Source: an optimization exercise on an open RTL-to-GDS flow (aim: small area, a short achievable clock period and few clock cycles per item). Production flows keep margins and buffers that such runs may drop. In this exercise RTL edits were held to simulation tests only and were not proved equivalent to the original.

==> flow/design.v (outline; a module is shown in full before it is edited, if it fits) <==
// module tfg_fa: 4 lines
// module tfg_ha: 4 lines
// module tfg_bpp2: 4 lines
// module tfg_add124_sk: 977 lines
// module tfg_add63_sk: 440 lines
// module tfg_add63_skc: 441 lines
// module tfg_add64_sk: 453 lines
// module tfg_mul_pp: 5742 lines
// module tfg_mul_fin: 253 lines
// module tfg_red_t: 690 lines
// module tfg_red_l: 407 lines
// module tfg_red_f: 17 lines
// module tfg_modmul: 73 lines
module tfg_modmul
(
    input                 clk     ,
    input                 rst_n   ,
    input                 i_valid ,
    input       [61:0]    i_a     ,
    input       [61:0]    i_b     ,
    input       [61:0]    i_q     ,
    input       [62:0]    i_t     ,
    output                o_valid ,
    output      [61:0]    o_res
);
  // ...
==> flow/flow/run.sh <==
#!/bin/bash
set -euo pipefail
bash standard.sh SETUP_SLACK_MARGIN=12.5 finish > orfs_make.log 2>&1
==> flow/standard.sh <==
#!/bin/bash
# synth_recipe.tcl (not shown) runs the flow's synth.tcl, then flattens the netlist and writes it again
# the make line also repeats each setting of config.mk as NAME=value (left out here)
make -C /OpenROAD-flow-scripts/flow DESIGN_CONFIG=/design/flow/config.mk WORK_HOME=/design/flow/orfs CLKGATE_MAP_FILE= SYNTH_SCRIPT=/design/flow/synth_recipe.tcl "${@:-finish}"
==> flow/config.mk <==
export PLATFORM = sky130hd
export DESIGN_NAME = tfg_modmul
export DESIGN_NICKNAME = tfg_modmul
export VERILOG_FILES = /design/flow/design.v
export SDC_FILE = /design/flow/constraint.sdc
export NUM_CORES = 4
export LEC_CHECK = 0
export CAP_MARGIN = 20
export CORE_MARGIN = 2
export CORE_UTILIZATION = 50
export SLEW_MARGIN = 20
export SYNTH_HIERARCHICAL = 1
==> flow/constraint.sdc <==
create_clock -name core_clock -period 18.0 [get_ports {clk}]
set_input_delay 3.6000 -clock core_clock [delete_from_list [all_inputs] [get_ports {clk}]]
set_output_delay 3.6000 -clock core_clock [all_outputs]
set_load 0.01 [all_outputs]
==> results.py, run 1 <==
metrics = {
    "finish": {
        "clkCellAreaFrac_pct": 2.88,
        "n_sequential_cell": 1129,
        "dominant-cell-class": "multi-input combinational cells",
        "fin_util_pct": 54.6,
        "syn_to_final_growth_pct": 8.49,
        "layout.nonclk_buf_share_pct": 4.73,
        "largest_reg_flops": 368,
    },
    "critical_path": {
        "crit_arrival_ps": 6520,
        "crit_start": "cfg_t[19]$_DFF_P_",
        "end_kind": "flop",
        "worst_r2r_endpoint": "r_c$_DFF_P_",
    },
    "timing": {
        "clock_skew_ps": 116,
        "finalCriticalPeriod_ps": 5800,
        "setup_ws_ps": 12200,
        "hold_ws_ps": 292,
        "final_max_slew_viol_count": 0,
    },
    "route": {
        "dr.max_layer_used": "met5",
        "detail-route-antenna-nets": 0,
        "dr_total_vias": 132739,
    },
    "run_status": {
        "status": "complete, no violations",
    },
    "grt": {
        "track_usage_pct": 43.4,
        "grt_pass1_wl_um": 992000,
        "met3_usage_pct": 17.7,
        "grt_overflow": 0,
    },
    "clock_network": {
        "post_cts_buffers": 86,
        "tritoncts": "yes",
        "postCtsHoldBufs": 0,
        "numCtsBuffers": 143,
        "clk_latency_ps": 910,
    },
    "placed_design": {
        "gp_congestion": 1.00,
        "port_buffers": 287,
        "post-place-ws_ps": 10620,
    },
    "worst_hold_path": {
        "hold_path_class": "reg2reg",
        "min_path_cells": 0,
        "hold_end": "r_plo[56]$_DFF_P_",
    },
    "floorplanning": {
        "rows": 205,
    },
    "synthesis": {
        "syn_area_um2": 157000,
    },
}
Testbench counts, summed over its fixed seeds: cycles 12,048, items 12,000.
==> module tfg_red_l, before the edit <==
module tfg_red_l (
    input [62:0] h0,
    input [62:0] h1,
    input c,
    input [62:0] plo,
    input [11:0] cfg,
    output [62:0] s0,
    output [62:0] s1
);
wire [62:0] al;
wire alco;
tfg_add63_skc u_al (.a(h0), .b(h1), .ci(c), .s(al), .co(alco));
wire [62:0] nal = ~al;
wire [62:0] u0 = al << cfg[10:6];
wire [62:0] y0 = u0 ^ {63{~cfg[11]}};
wire n1 = ~cfg[11];
wire [62:0] u1 = al << cfg[4:0];
wire [62:0] y1 = u1 ^ {63{~cfg[5]}};
wire n2 = ~cfg[5];
wire n3, n4;
tfg_ha u_n3 (.a(plo[0]), .b(nal[0]), .s(n3), .co(n4));
wire n5, n6;
tfg_fa u_n5 (.a(n3), .b(y0[0]), .c(n1), .s(n5), .co(n6));
wire n7, n8;
tfg_fa u_n7 (.a(n4), .b(plo[1]), .c(nal[1]), .s(n7), .co(n8));
wire n9, n10;
tfg_ha u_n9 (.a(plo[2]), .b(nal[2]), .s(n9), .co(n10));
wire n11, n12;
tfg_ha u_n11 (.a(plo[3]), .b(nal[3]), .s(n11), .co(n12));
wire n13, n14;
tfg_ha u_n13 (.a(plo[4]), .b(nal[4]), .s(n13), .co(n14));
wire n15, n16;
tfg_ha u_n15 (.a(plo[5]), .b(nal[5]), .s(n15), .co(n16));
wire n17, n18;
tfg_ha u_n17 (.a(plo[6]), .b(nal[6]), .s(n17), .co(n18));
wire n19, n20;
tfg_ha u_n19 (.a(plo[7]), .b(nal[7]), .s(n19), .co(n20));
wire n21, n22;
tfg_ha u_n21 (.a(plo[8]), .b(nal[8]), .s(n21), .co(n22));
wire n23, n24;
tfg_ha u_n23 (.a(plo[9]), .b(nal[9]), .s(n23), .co(n24));
wire n25, n26;
tfg_ha u_n25 (.a(plo[10]), .b(nal[10]), .s(n25), .co(n26));
wire n27, n28;
tfg_ha u_n27 (.a(plo[11]), .b(nal[11]), .s(n27), .co(n28));
wire n29, n30;
tfg_ha u_n29 (.a(plo[12]), .b(nal[12]), .s(n29), .co(n30));
wire n31, n32;
tfg_ha u_n31 (.a(plo[13]), .b(nal[13]), .s(n31), .co(n32));
wire n33, n34;
tfg_ha u_n33 (.a(plo[14]), .b(nal[14]), .s(n33), .co(n34));
wire n35, n36;
tfg_ha u_n35 (.a(plo[15]), .b(nal[15]), .s(n35), .co(n36));
wire n37, n38;
tfg_ha u_n37 (.a(plo[16]), .b(nal[16]), .s(n37), .co(n38));
wire n39, n40;
tfg_ha u_n39 (.a(plo[17]), .b(nal[17]), .s(n39), .co(n40));
wire n41, n42;
tfg_ha u_n41 (.a(plo[18]), .b(nal[18]), .s(n41), .co(n42));
wire n43, n44;
tfg_ha u_n43 (.a(plo[19]), .b(nal[19]), .s(n43), .co(n44));
wire n45, n46;
tfg_ha u_n45 (.a(plo[20]), .b(nal[20]), .s(n45), .co(n46));
wire n47, n48;
tfg_ha u_n47 (.a(plo[21]), .b(nal[21]), .s(n47), .co(n48));
wire n49, n50;
tfg_ha u_n49 (.a(plo[22]), .b(nal[22]), .s(n49), .co(n50));
wire n51, n52;
tfg_ha u_n51 (.a(plo[23]), .b(nal[23]), .s(n51), .co(n52));
wire n53, n54;
tfg_ha u_n53 (.a(plo[24]), .b(nal[24]), .s(n53), .co(n54));
wire n55, n56;
tfg_ha u_n55 (.a(plo[25]), .b(nal[25]), .s(n55), .co(n56));
wire n57, n58;
tfg_ha u_n57 (.a(plo[26]), .b(nal[26]), .s(n57), .co(n58));
wire n59, n60;
tfg_ha u_n59 (.a(plo[27]), .b(nal[27]), .s(n59), .co(n60));
wire n61, n62;
tfg_ha u_n61 (.a(plo[28]), .b(nal[28]), .s(n61), .co(n62));
wire n63, n64;
tfg_ha u_n63 (.a(plo[29]), .b(nal[29]), .s(n63), .co(n64));
wire n65, n66;
tfg_ha u_n65 (.a(plo[30]), .b(nal[30]), .s(n65), .co(n66));
wire n67, n68;
tfg_ha u_n67 (.a(plo[31]), .b(nal[31]), .s(n67), .co(n68));
wire n69, n70;
tfg_ha u_n69 (.a(plo[32]), .b(nal[32]), .s(n69), .co(n70));
wire n71, n72;
tfg_ha u_n71 (.a(plo[33]), .b(nal[33]), .s(n71), .co(n72));
wire n73, n74;
tfg_ha u_n73 (.a(plo[34]), .b(nal[34]), .s(n73), .co(n74));
wire n75, n76;
tfg_ha u_n75 (.a(plo[35]), .b(nal[35]), .s(n75), .co(n76));
wire n77, n78;
tfg_ha u_n77 (.a(plo[36]), .b(nal[36]), .s(n77), .co(n78));
wire n79, n80;
tfg_ha u_n79 (.a(plo[37]), .b(nal[37]), .s(n79), .co(n80));
wire n81, n82;
tfg_ha u_n81 (.a(plo[38]), .b(nal[38]), .s(n81), .co(n82));
wire n83, n84;
tfg_ha u_n83 (.a(plo[39]), .b(nal[39]), .s(n83), .co(n84));
wire n85, n86;
tfg_ha u_n85 (.a(plo[40]), .b(nal[40]), .s(n85), .co(n86));
wire n87, n88;
tfg_ha u_n87 (.a(plo[41]), .b(nal[41]), .s(n87), .co(n88));
wire n89, n90;
tfg_ha u_n89 (.a(plo[42]), .b(nal[42]), .s(n89), .co(n90));
wire n91, n92;
tfg_ha u_n91 (.a(plo[43]), .b(nal[43]), .s(n91), .co(n92));
wire n93, n94;
tfg_ha u_n93 (.a(plo[44]), .b(nal[44]), .s(n93), .co(n94));
wire n95, n96;
tfg_ha u_n95 (.a(plo[45]), .b(nal[45]), .s(n95), .co(n96));
wire n97, n98;
tfg_ha u_n97 (.a(plo[46]), .b(nal[46]), .s(n97), .co(n98));
wire n99, n100;
tfg_ha u_n99 (.a(plo[47]), .b(nal[47]), .s(n99), .co(n100));
wire n101, n102;
tfg_ha u_n101 (.a(plo[48]), .b(nal[48]), .s(n101), .co(n102));
wire n103, n104;
tfg_ha u_n103 (.a(plo[49]), .b(nal[49]), .s(n103), .co(n104));
wire n105, n106;
tfg_ha u_n105 (.a(plo[50]), .b(nal[50]), .s(n105), .co(n106));
wire n107, n108;
tfg_ha u_n107 (.a(plo[51]), .b(nal[51]), .s(n107), .co(n108));
wire n109, n110;
tfg_ha u_n109 (.a(plo[52]), .b(nal[52]), .s(n109), .co(n110));
wire n111, n112;
tfg_ha u_n111 (.a(plo[53]), .b(nal[53]), .s(n111), .co(n112));
wire n113, n114;
tfg_ha u_n113 (.a(plo[54]), .b(nal[54]), .s(n113), .co(n114));
wire n115, n116;
tfg_ha u_n115 (.a(plo[55]), .b(nal[55]), .s(n115), .co(n116));
wire n117, n118;
tfg_ha u_n117 (.a(plo[56]), .b(nal[56]), .s(n117), .co(n118));
wire n119, n120;
tfg_ha u_n119 (.a(plo[57]), .b(nal[57]), .s(n119), .co(n120));
wire n121, n122;
tfg_ha u_n121 (.a(plo[58]), .b(nal[58]), .s(n121), .co(n122));
wire n123, n124;
tfg_ha u_n123 (.a(plo[59]), .b(nal[59]), .s(n123), .co(n124));
wire n125, n126;
tfg_ha u_n125 (.a(plo[60]), .b(nal[60]), .s(n125), .co(n126));
wire n127, n128;
tfg_fa u_n127 (.a(plo[61]), .b(nal[61]), .c(nal[0]), .s(n127), .co(n128));
wire n129, n130;
tfg_ha u_n129 (.a(y0[61]), .b(y1[61]), .s(n129), .co(n130));
wire n131, n132;
tfg_fa u_n131 (.a(plo[62]), .b(nal[62]), .c(nal[1]), .s(n131), .co(n132));
wire n133, n134;
tfg_ha u_n133 (.a(y0[62]), .b(y1[62]), .s(n133), .co(n134));
wire n135, n136;
tfg_ha u_n135 (.a(n5), .b(y1[0]), .s(n135), .co(n136));
wire n137, n138;
tfg_fa u_n137 (.a(n6), .b(n7), .c(y0[1]), .s(n137), .co(n138));
wire n139, n140;
tfg_fa u_n139 (.a(n8), .b(n9), .c(y0[2]), .s(n139), .co(n140));
wire n141, n142;
tfg_fa u_n141 (.a(n10), .b(n11), .c(y0[3]), .s(n141), .co(n142));
wire n143, n144;
tfg_fa u_n143 (.a(n12), .b(n13), .c(y0[4]), .s(n143), .co(n144));
wire n145, n146;
tfg_fa u_n145 (.a(n14), .b(n15), .c(y0[5]), .s(n145), .co(n146));
wire n147, n148;
tfg_fa u_n147 (.a(n16), .b(n17), .c(y0[6]), .s(n147), .co(n148));
wire n149, n150;
tfg_fa u_n149 (.a(n18), .b(n19), .c(y0[7]), .s(n149), .co(n150));
wire n151, n152;
tfg_fa u_n151 (.a(n20), .b(n21), .c(y0[8]), .s(n151), .co(n152));
wire n153, n154;
tfg_fa u_n153 (.a(n22), .b(n23), .c(y0[9]), .s(n153), .co(n154));
wire n155, n156;
tfg_fa u_n155 (.a(n24), .b(n25), .c(y0[10]), .s(n155), .co(n156));
wire n157, n158;
tfg_fa u_n157 (.a(n26), .b(n27), .c(y0[11]), .s(n157), .co(n158));
wire n159, n160;
tfg_fa u_n159 (.a(n28), .b(n29), .c(y0[12]), .s(n159), .co(n160));
wire n161, n162;
tfg_fa u_n161 (.a(n30), .b(n31), .c(y0[13]), .s(n161), .co(n162));
wire n163, n164;
tfg_fa u_n163 (.a(n32), .b(n33), .c(y0[14]), .s(n163), .co(n164));
wire n165, n166;
tfg_fa u_n165 (.a(n34), .b(n35), .c(y0[15]), .s(n165), .co(n166));
wire n167, n168;
tfg_fa u_n167 (.a(n36), .b(n37), .c(y0[16]), .s(n167), .co(n168));
wire n169, n170;
tfg_fa u_n169 (.a(n38), .b(n39), .c(y0[17]), .s(n169), .co(n170));
wire n171, n172;
tfg_fa u_n171 (.a(n40), .b(n41), .c(y0[18]), .s(n171), .co(n172));
wire n173, n174;
tfg_fa u_n173 (.a(n42), .b(n43), .c(y0[19]), .s(n173), .co(n174));
wire n175, n176;
tfg_fa u_n175 (.a(n44), .b(n45), .c(y0[20]), .s(n175), .co(n176));
wire n177, n178;
tfg_fa u_n177 (.a(n46), .b(n47), .c(y0[21]), .s(n177), .co(n178));
wire n179, n180;
tfg_fa u_n179 (.a(n48), .b(n49), .c(y0[22]), .s(n179), .co(n180));
wire n181, n182;
tfg_fa u_n181 (.a(n50), .b(n51), .c(y0[23]), .s(n181), .co(n182));
wire n183, n184;
tfg_fa u_n183 (.a(n52), .b(n53), .c(y0[24]), .s(n183), .co(n184));
wire n185, n186;
tfg_fa u_n185 (.a(n54), .b(n55), .c(y0[25]), .s(n185), .co(n186));
wire n187, n188;
tfg_fa u_n187 (.a(n56), .b(n57), .c(y0[26]), .s(n187), .co(n188));
wire n189, n190;
tfg_fa u_n189 (.a(n58), .b(n59), .c(y0[27]), .s(n189), .co(n190));
wire n191, n192;
tfg_fa u_n191 (.a(n60), .b(n61), .c(y0[28]), .s(n191), .co(n192));
wire n193, n194;
tfg_fa u_n193 (.a(n62), .b(n63), .c(y0[29]), .s(n193), .co(n194));
wire n195, n196;
tfg_fa u_n195 (.a(n64), .b(n65), .c(y0[30]), .s(n195), .co(n196));
wire n197, n198;
tfg_fa u_n197 (.a(n66), .b(n67), .c(y0[31]), .s(n197), .co(n198));
wire n199, n200;
tfg_fa u_n199 (.a(n68), .b(n69), .c(y0[32]), .s(n199), .co(n200));
wire n201, n202;
tfg_fa u_n201 (.a(n70), .b(n71), .c(y0[33]), .s(n201), .co(n202));
wire n203, n204;
tfg_fa u_n203 (.a(n72), .b(n73), .c(y0[34]), .s(n203), .co(n204));
wire n205, n206;
tfg_fa u_n205 (.a(n74), .b(n75), .c(y0[35]), .s(n205), .co(n206));
wire n207, n208;
tfg_fa u_n207 (.a(n76), .b(n77), .c(y0[36]), .s(n207), .co(n208));
wire n209, n210;
tfg_fa u_n209 (.a(n78), .b(n79), .c(y0[37]), .s(n209), .co(n210));
wire n211, n212;
tfg_fa u_n211 (.a(n80), .b(n81), .c(y0[38]), .s(n211), .co(n212));
wire n213, n214;
tfg_fa u_n213 (.a(n82), .b(n83), .c(y0[39]), .s(n213), .co(n214));
wire n215, n216;
tfg_fa u_n215 (.a(n84), .b(n85), .c(y0[40]), .s(n215), .co(n216));
wire n217, n218;
tfg_fa u_n217 (.a(n86), .b(n87), .c(y0[41]), .s(n217), .co(n218));
wire n219, n220;
tfg_fa u_n219 (.a(n88), .b(n89), .c(y0[42]), .s(n219), .co(n220));
wire n221, n222;
tfg_fa u_n221 (.a(n90), .b(n91), .c(y0[43]), .s(n221), .co(n222));
wire n223, n224;
tfg_fa u_n223 (.a(n92), .b(n93), .c(y0[44]), .s(n223), .co(n224));
wire n225, n226;
tfg_fa u_n225 (.a(n94), .b(n95), .c(y0[45]), .s(n225), .co(n226));
wire n227, n228;
tfg_fa u_n227 (.a(n96), .b(n97), .c(y0[46]), .s(n227), .co(n228));
wire n229, n230;
tfg_fa u_n229 (.a(n98), .b(n99), .c(y0[47]), .s(n229), .co(n230));
wire n231, n232;
tfg_fa u_n231 (.a(n100), .b(n101), .c(y0[48]), .s(n231), .co(n232));
wire n233, n234;
tfg_fa u_n233 (.a(n102), .b(n103), .c(y0[49]), .s(n233), .co(n234));
wire n235, n236;
tfg_fa u_n235 (.a(n104), .b(n105), .c(y0[50]), .s(n235), .co(n236));
wire n237, n238;
tfg_fa u_n237 (.a(n106), .b(n107), .c(y0[51]), .s(n237), .co(n238));
wire n239, n240;
tfg_fa u_n239 (.a(n108), .b(n109), .c(y0[52]), .s(n239), .co(n240));
wire n241, n242;
tfg_fa u_n241 (.a(n110), .b(n111), .c(y0[53]), .s(n241), .co(n242));
wire n243, n244;
tfg_fa u_n243 (.a(n112), .b(n113), .c(y0[54]), .s(n243), .co(n244));
wire n245, n246;
tfg_fa u_n245 (.a(n114), .b(n115), .c(y0[55]), .s(n245), .co(n246));
wire n247, n248;
tfg_fa u_n247 (.a(n116), .b(n117), .c(y0[56]), .s(n247), .co(n248));
wire n249, n250;
tfg_fa u_n249 (.a(n118), .b(n119), .c(y0[57]), .s(n249), .co(n250));
wire n251, n252;
tfg_fa u_n251 (.a(n120), .b(n121), .c(y0[58]), .s(n251), .co(n252));
wire n253, n254;
tfg_fa u_n253 (.a(n122), .b(n123), .c(y0[59]), .s(n253), .co(n254));
wire n255, n256;
tfg_fa u_n255 (.a(n124), .b(n125), .c(y0[60]), .s(n255), .co(n256));
wire n257, n258;
tfg_fa u_n257 (.a(n126), .b(n127), .c(n129), .s(n257), .co(n258));
wire n259, n260;
tfg_fa u_n259 (.a(n128), .b(n130), .c(n131), .s(n259), .co(n260));
wire n261, n262;
tfg_ha u_n261 (.a(n135), .b(n2), .s(n261), .co(n262));
wire n263, n264;
tfg_fa u_n263 (.a(n136), .b(n137), .c(y1[1]), .s(n263), .co(n264));
wire n265, n266;
tfg_fa u_n265 (.a(n138), .b(n139), .c(y1[2]), .s(n265), .co(n266));
wire n267, n268;
tfg_fa u_n267 (.a(n140), .b(n141), .c(y1[3]), .s(n267), .co(n268));
wire n269, n270;
tfg_fa u_n269 (.a(n142), .b(n143), .c(y1[4]), .s(n269), .co(n270));
wire n271, n272;
tfg_fa u_n271 (.a(n144), .b(n145), .c(y1[5]), .s(n271), .co(n272));
wire n273, n274;
tfg_fa u_n273 (.a(n146), .b(n147), .c(y1[6]), .s(n273), .co(n274));
wire n275, n276;
tfg_fa u_n275 (.a(n148), .b(n149), .c(y1[7]), .s(n275), .co(n276));
wire n277, n278;
tfg_fa u_n277 (.a(n150), .b(n151), .c(y1[8]), .s(n277), .co(n278));
wire n279, n280;
tfg_fa u_n279 (.a(n152), .b(n153), .c(y1[9]), .s(n279), .co(n280));
wire n281, n282;
tfg_fa u_n281 (.a(n154), .b(n155), .c(y1[10]), .s(n281), .co(n282));
wire n283, n284;
tfg_fa u_n283 (.a(n156), .b(n157), .c(y1[11]), .s(n283), .co(n284));
wire n285, n286;
tfg_fa u_n285 (.a(n158), .b(n159), .c(y1[12]), .s(n285), .co(n286));
wire n287, n288;
tfg_fa u_n287 (.a(n160), .b(n161), .c(y1[13]), .s(n287), .co(n288));
wire n289, n290;
tfg_fa u_n289 (.a(n162), .b(n163), .c(y1[14]), .s(n289), .co(n290));
wire n291, n292;
tfg_fa u_n291 (.a(n164), .b(n165), .c(y1[15]), .s(n291), .co(n292));
wire n293, n294;
tfg_fa u_n293 (.a(n166), .b(n167), .c(y1[16]), .s(n293), .co(n294));
wire n295, n296;
tfg_fa u_n295 (.a(n168), .b(n169), .c(y1[17]), .s(n295), .co(n296));
wire n297, n298;
tfg_fa u_n297 (.a(n170), .b(n171), .c(y1[18]), .s(n297), .co(n298));
wire n299, n300;
tfg_fa u_n299 (.a(n172), .b(n173), .c(y1[19]), .s(n299), .co(n300));
wire n301, n302;
tfg_fa u_n301 (.a(n174), .b(n175), .c(y1[20]), .s(n301), .co(n302));
wire n303, n304;
tfg_fa u_n303 (.a(n176), .b(n177), .c(y1[21]), .s(n303), .co(n304));
wire n305, n306;
tfg_fa u_n305 (.a(n178), .b(n179), .c(y1[22]), .s(n305), .co(n306));
wire n307, n308;
tfg_fa u_n307 (.a(n180), .b(n181), .c(y1[23]), .s(n307), .co(n308));
wire n309, n310;
tfg_fa u_n309 (.a(n182), .b(n183), .c(y1[24]), .s(n309), .co(n310));
wire n311, n312;
tfg_fa u_n311 (.a(n184), .b(n185), .c(y1[25]), .s(n311), .co(n312));
wire n313, n314;
tfg_fa u_n313 (.a(n186), .b(n187), .c(y1[26]), .s(n313), .co(n314));
wire n315, n316;
tfg_fa u_n315 (.a(n188), .b(n189), .c(y1[27]), .s(n315), .co(n316));
wire n317, n318;
tfg_fa u_n317 (.a(n190), .b(n191), .c(y1[28]), .s(n317), .co(n318));
wire n319, n320;
tfg_fa u_n319 (.a(n192), .b(n193), .c(y1[29]), .s(n319), .co(n320));
wire n321, n322;
tfg_fa u_n321 (.a(n194), .b(n195), .c(y1[30]), .s(n321), .co(n322));
wire n323, n324;
tfg_fa u_n323 (.a(n196), .b(n197), .c(y1[31]), .s(n323), .co(n324));
wire n325, n326;
tfg_fa u_n325 (.a(n198), .b(n199), .c(y1[32]), .s(n325), .co(n326));
wire n327, n328;
tfg_fa u_n327 (.a(n200), .b(n201), .c(y1[33]), .s(n327), .co(n328));
wire n329, n330;
tfg_fa u_n329 (.a(n202), .b(n203), .c(y1[34]), .s(n329), .co(n330));
wire n331, n332;
tfg_fa u_n331 (.a(n204), .b(n205), .c(y1[35]), .s(n331), .co(n332));
wire n333, n334;
tfg_fa u_n333 (.a(n206), .b(n207), .c(y1[36]), .s(n333), .co(n334));
wire n335, n336;
tfg_fa u_n335 (.a(n208), .b(n209), .c(y1[37]), .s(n335), .co(n336));
wire n337, n338;
tfg_fa u_n337 (.a(n210), .b(n211), .c(y1[38]), .s(n337), .co(n338));
wire n339, n340;
tfg_fa u_n339 (.a(n212), .b(n213), .c(y1[39]), .s(n339), .co(n340));
wire n341, n342;
tfg_fa u_n341 (.a(n214), .b(n215), .c(y1[40]), .s(n341), .co(n342));
wire n343, n344;
tfg_fa u_n343 (.a(n216), .b(n217), .c(y1[41]), .s(n343), .co(n344));
wire n345, n346;
tfg_fa u_n345 (.a(n218), .b(n219), .c(y1[42]), .s(n345), .co(n346));
wire n347, n348;
tfg_fa u_n347 (.a(n220), .b(n221), .c(y1[43]), .s(n347), .co(n348));
wire n349, n350;
tfg_fa u_n349 (.a(n222), .b(n223), .c(y1[44]), .s(n349), .co(n350));
wire n351, n352;
tfg_fa u_n351 (.a(n224), .b(n225), .c(y1[45]), .s(n351), .co(n352));
wire n353, n354;
tfg_fa u_n353 (.a(n226), .b(n227), .c(y1[46]), .s(n353), .co(n354));
wire n355, n356;
tfg_fa u_n355 (.a(n228), .b(n229), .c(y1[47]), .s(n355), .co(n356));
wire n357, n358;
tfg_fa u_n357 (.a(n230), .b(n231), .c(y1[48]), .s(n357), .co(n358));
wire n359, n360;
tfg_fa u_n359 (.a(n232), .b(n233), .c(y1[49]), .s(n359), .co(n360));
wire n361, n362;
tfg_fa u_n361 (.a(n234), .b(n235), .c(y1[50]), .s(n361), .co(n362));
wire n363, n364;
tfg_fa u_n363 (.a(n236), .b(n237), .c(y1[51]), .s(n363), .co(n364));
wire n365, n366;
tfg_fa u_n365 (.a(n238), .b(n239), .c(y1[52]), .s(n365), .co(n366));
wire n367, n368;
tfg_fa u_n367 (.a(n240), .b(n241), .c(y1[53]), .s(n367), .co(n368));
wire n369, n370;
tfg_fa u_n369 (.a(n242), .b(n243), .c(y1[54]), .s(n369), .co(n370));
wire n371, n372;
tfg_fa u_n371 (.a(n244), .b(n245), .c(y1[55]), .s(n371), .co(n372));
wire n373, n374;
tfg_fa u_n373 (.a(n246), .b(n247), .c(y1[56]), .s(n373), .co(n374));
wire n375, n376;
tfg_fa u_n375 (.a(n248), .b(n249), .c(y1[57]), .s(n375), .co(n376));
wire n377, n378;
tfg_fa u_n377 (.a(n250), .b(n251), .c(y1[58]), .s(n377), .co(n378));
wire n379, n380;
tfg_fa u_n379 (.a(n252), .b(n253), .c(y1[59]), .s(n379), .co(n380));
wire n381, n382;
tfg_fa u_n381 (.a(n254), .b(n255), .c(y1[60]), .s(n381), .co(n382));
wire n383, n384;
assign n383 = ~(n256 ^ n257);
assign n384 = n256 | n257;
wire n385, n386;
tfg_fa u_n385 (.a(n258), .b(n259), .c(n133), .s(n385), .co(n386));
assign s0 = {n384, n382, n380, n378, n376, n374, n372, n370, n368, n366, n364, n362, n360, n358, n356, n354, n352, n350, n348, n346, n344, n342, n340, n338, n336, n334, n332, n330, n328, n326, n324, n322, n320, n318, n316, n314, n312, n310, n308, n306, n304, n302, n300, n298, n296, n294, n292, n290, n288, n286, n284, n282, n280, n278, n276, n274, n272, n270, n268, n266, n264, n262, n261};
assign s1 = {n385, n383, n381, n379, n377, n375, n373, n371, n369, n367, n365, n363, n361, n359, n357, n355, n353, n351, n349, n347, n345, n343, n341, n339, n337, n335, n333, n331, n329, n327, n325, n323, n321, n319, n317, n315, n313, n311, n309, n307, n305, n303, n301, n299, n297, n295, n293, n291, n289, n287, n285, n283, n281, n279, n277, n275, n273, n271, n269, n267, n265, n263, 1'b1};
endmodule
==> module tfg_modmul, before the edit <==
module tfg_modmul
(
    input                 clk     ,
    input                 rst_n   ,
    input                 i_valid ,
    input       [61:0]    i_a     ,
    input       [61:0]    i_b     ,
    input       [61:0]    i_q     ,
    input       [62:0]    i_t     ,
    output                o_valid ,
    output      [61:0]    o_res
);
localparam LAT = 6;
reg  [LAT-1:0]  vld;
always @(posedge clk or negedge rst_n)
begin
    if (!rst_n)
        vld <= 0;
    else
        vld <= {vld[LAT-2:0], i_valid};
end
assign o_valid = vld[LAT-1];
reg  [61:0]     cfg_q;
reg  [35:0]     cfg_t;
reg  [61:0]     r_a;
reg  [92:0]     r_enc;
reg             r_b61;
wire [63:0]     bx = {2'b0, i_b};
wire [92:0]     enc;
genvar gi;
generate for (gi = 0; gi < 31; gi = gi + 1) begin : g_enc
    wire b1 = bx[2*gi+1];
    wire b0 = bx[2*gi];
    wire bm = (gi == 0) ? 1'b0 : bx[2*gi-1];
    assign enc[3*gi]   = b0 ^ bm;
    assign enc[3*gi+1] = (b1 & ~b0 & ~bm) | (~b1 & b0 & bm);
    assign enc[3*gi+2] = b1;
end endgenerate
reg  [368-1:0] r_cut;
reg  [123:0]    r_p;
reg  [62:0]     r_h0, r_h1, r_plo;
reg             r_c;
reg  [62:0]     r_s0, r_s1;
reg  [61:0]     r_res;
wire [368-1:0] cut;
wire [123:0]    p;
wire [62:0]     h0, h1, s0, s1;
wire            c;
wire [61:0]     res;
tfg_mul_pp u_pp  (.a_in(r_a), .enc(r_enc), .b61(r_b61), .cut(cut));
tfg_mul_fin u_fin (.cut(r_cut), .p(p));
tfg_red_t  u_t   (.ah(r_p[123:61]), .cfg(cfg_t[23:0]), .h0(h0), .h1(h1), .c(c));
tfg_red_l  u_l   (.h0(r_h0), .h1(r_h1), .c(r_c), .plo(r_plo), .cfg(cfg_t[35:24]), .s0(s0), .s1(s1));
tfg_red_f  u_f   (.s0(r_s0), .s1(r_s1), .q(cfg_q), .res(res));
always @(posedge clk)
begin
    cfg_q <= i_q;
    cfg_t <= i_t[35:0];
    r_a   <= i_a;
    r_enc <= enc;
    r_b61 <= i_b[61];
    r_cut <= cut;
    r_p   <= p;
    r_h0  <= h0;
    r_h1  <= h1;
    r_c   <= c;
    r_plo <= r_p[62:0];
    r_s0  <= s0;
    r_s1  <= s1;
    r_res <= res;
end
assign o_res = r_res;
endmodule
==> inputs of run 2 (changes only) <==
--- a/flow/design.v
+++ b/flow/design.v
@@ -9006,18 +9006,22 @@
 assign h0 = r0[125:63];
 assign h1 = r1[125:63];
 endmodule
-module tfg_red_l (
+module tfg_red_al (
     input [62:0] h0,
     input [62:0] h1,
     input c,
+    output [62:0] al
+);
+wire alco;
+tfg_add63_skc u_al (.a(h0), .b(h1), .ci(c), .s(al), .co(alco));
+endmodule
+module tfg_red_l (
+    input [62:0] al,
     input [62:0] plo,
     input [11:0] cfg,
     output [62:0] s0,
     output [62:0] s1
 );
-wire [62:0] al;
-wire alco;
-tfg_add63_skc u_al (.a(h0), .b(h1), .ci(c), .s(al), .co(alco));
 wire [62:0] nal = ~al;
 wire [62:0] u0 = al << cfg[10:6];
 wire [62:0] y0 = u0 ^ {63{~cfg[11]}};
@@ -9442,7 +9446,7 @@
     output                o_valid ,
     output      [61:0]    o_res
 );
-localparam LAT = 6;
+localparam LAT = 7;
 reg  [LAT-1:0]  vld;
 always @(posedge clk or negedge rst_n)
 begin
@@ -9472,17 +9476,19 @@
 reg  [123:0]    r_p;
 reg  [62:0]     r_h0, r_h1, r_plo;
 reg             r_c;
+reg  [62:0]     r_al, r_plo2;
 reg  [62:0]     r_s0, r_s1;
 reg  [61:0]     r_res;
 wire [368-1:0] cut;
 wire [123:0]    p;
-wire [62:0]     h0, h1, s0, s1;
+wire [62:0]     h0, h1, al, s0, s1;
 wire            c;
 wire [61:0]     res;
 tfg_mul_pp u_pp  (.a_in(r_a), .enc(r_enc), .b61(r_b61), .cut(cut));
 tfg_mul_fin u_fin (.cut(r_cut), .p(p));
 tfg_red_t  u_t   (.ah(r_p[123:61]), .cfg(cfg_t[23:0]), .h0(h0), .h1(h1), .c(c));
-tfg_red_l  u_l   (.h0(r_h0), .h1(r_h1), .c(r_c), .plo(r_plo), .cfg(cfg_t[35:24]), .s0(s0), .s1(s1));
+tfg_red_al u_al  (.h0(r_h0), .h1(r_h1), .c(r_c), .al(al));
+tfg_red_l  u_l   (.al(r_al), .plo(r_plo2), .cfg(cfg_t[35:24]), .s0(s0), .s1(s1));
 tfg_red_f  u_f   (.s0(r_s0), .s1(r_s1), .q(cfg_q), .res(res));
 always @(posedge clk)
 begin
@@ -9497,6 +9503,8 @@
     r_h1  <= h1;
     r_c   <= c;
     r_plo <= r_p[62:0];
+    r_al  <= al;
+    r_plo2 <= r_plo;
     r_s0  <= s0;
     r_s1  <= s1;
     r_res <= res;
==> flow/flow/run.sh (replaced) <==
#!/bin/bash
set -euo pipefail
bash standard.sh SETUP_SLACK_MARGIN=13 finish > orfs_make.log 2>&1
==> results.py, run 2 <==
metrics = {
    "run_status": {
        "status": "complete, no violations",
    },
    "clock_network": {
        "cts_buffer_depth": 4,
        "cts.sinks": 1256,
        "cts_root_buf": "clkbuf_16",
        "path_clk_slew_ps": 70,
        "numCtsBuffers": 156,
        "clk_latency_ps": 910,
        "postCtsHoldBufs": 0,
        "tritoncts": "yes",
        "h-tree-depth": 4,
    },
    "route": {
        "drc": 0,
        "wl_met2_um": 301000,
        "wirelength_um": 732000,
        "viasPerCell": 7.24,
        "firstDrtPassIters": 13,
        "routedWlPerCell_um": 39.2,
        "met1_length_um": 258000,
        "detail-route-antenna-nets": 0,
        "dr.max_layer_used": "met5",
        "drt-initial-drc-count": 21014,
        "dr_total_vias": 135290,
        "dr_wl_met3_um": 111000,
    },
    "synthesis": {
        "synthCells": 14357,
        "synth_warnings": 7,
        "synth_area_per_cell_um2": 11.1,
        "syn_area_um2": 159000,
    },
    "critical_path": {
        "cp_slowest_cell": "nand2_1",
        "max_stage_delay_ps": 780,
        "worstPathMaxFanout": 41,
        "worstPathRequired_ps": 18790,
        "crit_path_cell_trace": "buf_4, nand2_1, o221ai_1, xnor2_1, fa_1, fa_1, ha_1, a21o_1, o21bai_1, a221oi_2, nand4_1, nand3_2, a21oi_4, a221o_1, a21o_1",
        "end_kind": "flop",
        "start_kind": "flop",
        "crit_arrival_ps": 6470,
        "crit_type": "reg2reg",
    },
    "timing": {
        "rsz0062_at_grt": "yes",
        "tightest_slew_ps": 1180,
        "fin_tns_setup_ps": 0,
        "clock.fmax_mhz": 176,
        "final_max_slew_viol_count": 0,
        "finalCriticalPeriod_ps": 5680,
        "clock_skew_ps": 70.7,
        "min_period_over_period_pct": 31.6,
        "finalSetupViolCount": 0,
        "slew_headroom_pct": 21.4,
        "hold_viol": 0,
        "hold_ws_ps": 310,
    },
    "floorplanning": {
        "dieWidth_um": 569,
        "fp.coreArea_um2": 318000,
        "dieArea_um2": 323000,
        "die_y_um": 569,
        "ios": 315,
        "initial_core_util_pct": 50.2,
        "rows": 207,
    },
    "run": {
        "cap_violations": 0,
    },
    "placed_design": {
        "gp_congestion": 1.00,
        "dp.cells": 18134,
        "dp_hpwl_um": 465000,
        "port_buffers": 287,
    },
    "finish": {
        "num-nets-final": 17483,
        "final_cell_mix": "xnor2_1, fa_1, a22oi_1, dfxtp_1, ha_1",
        "top_register": "r_cut",
        "largestRegisters": "r_cut x368, r_p x124, r_enc x93",
        "fin_util_pct": 55.1,
        "drive_gt1_share_pct": 14.8,
        "n_fill_cell": 27199,
        "final_common_cell": "xnor2_1",
        "fin_cells": 18679,
        "syn_to_final_growth_pct": 9.77,
        "largest_reg_flops": 368,
    },
    "worst_hold_path": {
        "hold_path_class": "reg2reg",
    },
    "grt": {
        "grt_overflow": 0,
        "grt_pass1_vias": 139757,
        "antenna_found_initial": 31,
        "grt_pass1_wl_um": 1010000,
        "grt_start_max_net_pins": 73,
        "track_usage_pct": 43.2,
    },
}
## run 2: cell count changes in the layout (fill, tap and decap cells not counted), moves of 28 or more
cell	change
dfxtp_1	+125
buf_4	-99
clkdlybuf4s50_1	-63
buf_2	+57
buf_12	+55
clkbuf_16	+43
buf_6	+36
buf_8	+33
fa_1	+28
fa_2	-28
## run 2: per-stage QoR
stage / setup WS (ps) / instance area (um^2)
after floorplan: 12960 / 160000
after global placement: 10890 / 164000
after detailed placement: 10890 / 164000
after CTS: 12380 / 172000
after global routing: 12240 / 175000
final: 12320 / 175000
## run 2: path summary, 6_finish.rpt
kind / startpoint / endpoint / slack [ps] / cells past startpoint
max: cfg_t[10]$_DFF_P_ / r_c$_DFF_P_ / 12320 / 15
min: r_p[25]$_DFF_P_ / r_plo[25]$_DFF_P_ / 310 / 0
max reg2reg: cfg_t[10]$_DFF_P_ / r_c$_DFF_P_ / 12320 / 15
min reg2reg: r_p[25]$_DFF_P_ / r_plo[25]$_DFF_P_ / 310 / 0
max in group asynchronous: rst_n / vld[2]$_DFF_PN0_ / 14810 / 1
min in group asynchronous: rst_n / vld[5]$_DFF_PN0_ / 2970 / 1
## run 2: layout make-up
cell class                      count  area, um^2  area share [%]
Multi-Input combinational cell  11361      125000            71.7
Sequential cell                  1256       25700            14.7
Timing Repair Buffer              938       10800            6.15
Tap cell                         4180        5230            2.99
Clock buffer                      204        4370            2.50
Inverter                          628        2380            1.36
Clock inverter                     80         988           0.565
Antenna cell                       31        77.6          0.0443
Timing Repair inverter              1        5.00         0.00286
## run 2: timing repair
| action | in CTS | in global routing |
|---|---|---|
| cloned | 20 | 27 |
| setup buffers | 73 | 110 |
| pin swaps | 15 | 30 |
| gates resized for setup | 716 | 239 |
| setup endpoints to repair | 296 | 144 |
## run 2: routing by layer
metal / vias up / GRT usage, %
met4: 56 / 27.5
li1: 50874 / -
met5: - / 1.01
met3: 3956 / 18.7
met2: 12789 / 62.5
met1: 67615 / 52.6
## run 2: worst max-delay path: cells and delay by family (launching register included)
kind	cells	cell delay (ps)
flops	1	400
fa+ha+maj	3	1250
buf+inv	1	550
xor+xnor	1	190
simple gates	3	1320
compound gates	7	1840
Testbench counts of run 2, summed over its fixed seeds: cycles 12,056, items 12,000.

==> separate check: timing with driven ports <==
Ports are ideal in the flow. The routed layouts listed here were re-timed in OpenROAD. Step 1, drivers: a clkbuf_16 drives clk and a buf_2 each remaining input, both assumed. Step 2 moves the port delays by t, midway between the first and last clock arrival at a register: inputs arrive t later, outputs are due t later. That takes back most of the time a late clock gives input paths. Slacks: ideal ports / drivers / drivers and shift; pairs: ideal ports / drivers.
run | t (ns) | slack for setup (ns) | clock arrival spread, ns | slew at the worst register clock pin (ns) | cell pins on the clock port's net
run 1 | 0.949 | 12.203 / 12.203 / 12.203 | 0.116 / 0.116 | 0.08 / 0.08 | 1
run 2 | 0.980 | 12.318 / 12.318 / 12.318 | 0.073 / 0.074 | 0.07 / 0.07 | 1
After both steps every run listed still meets setup and hold.
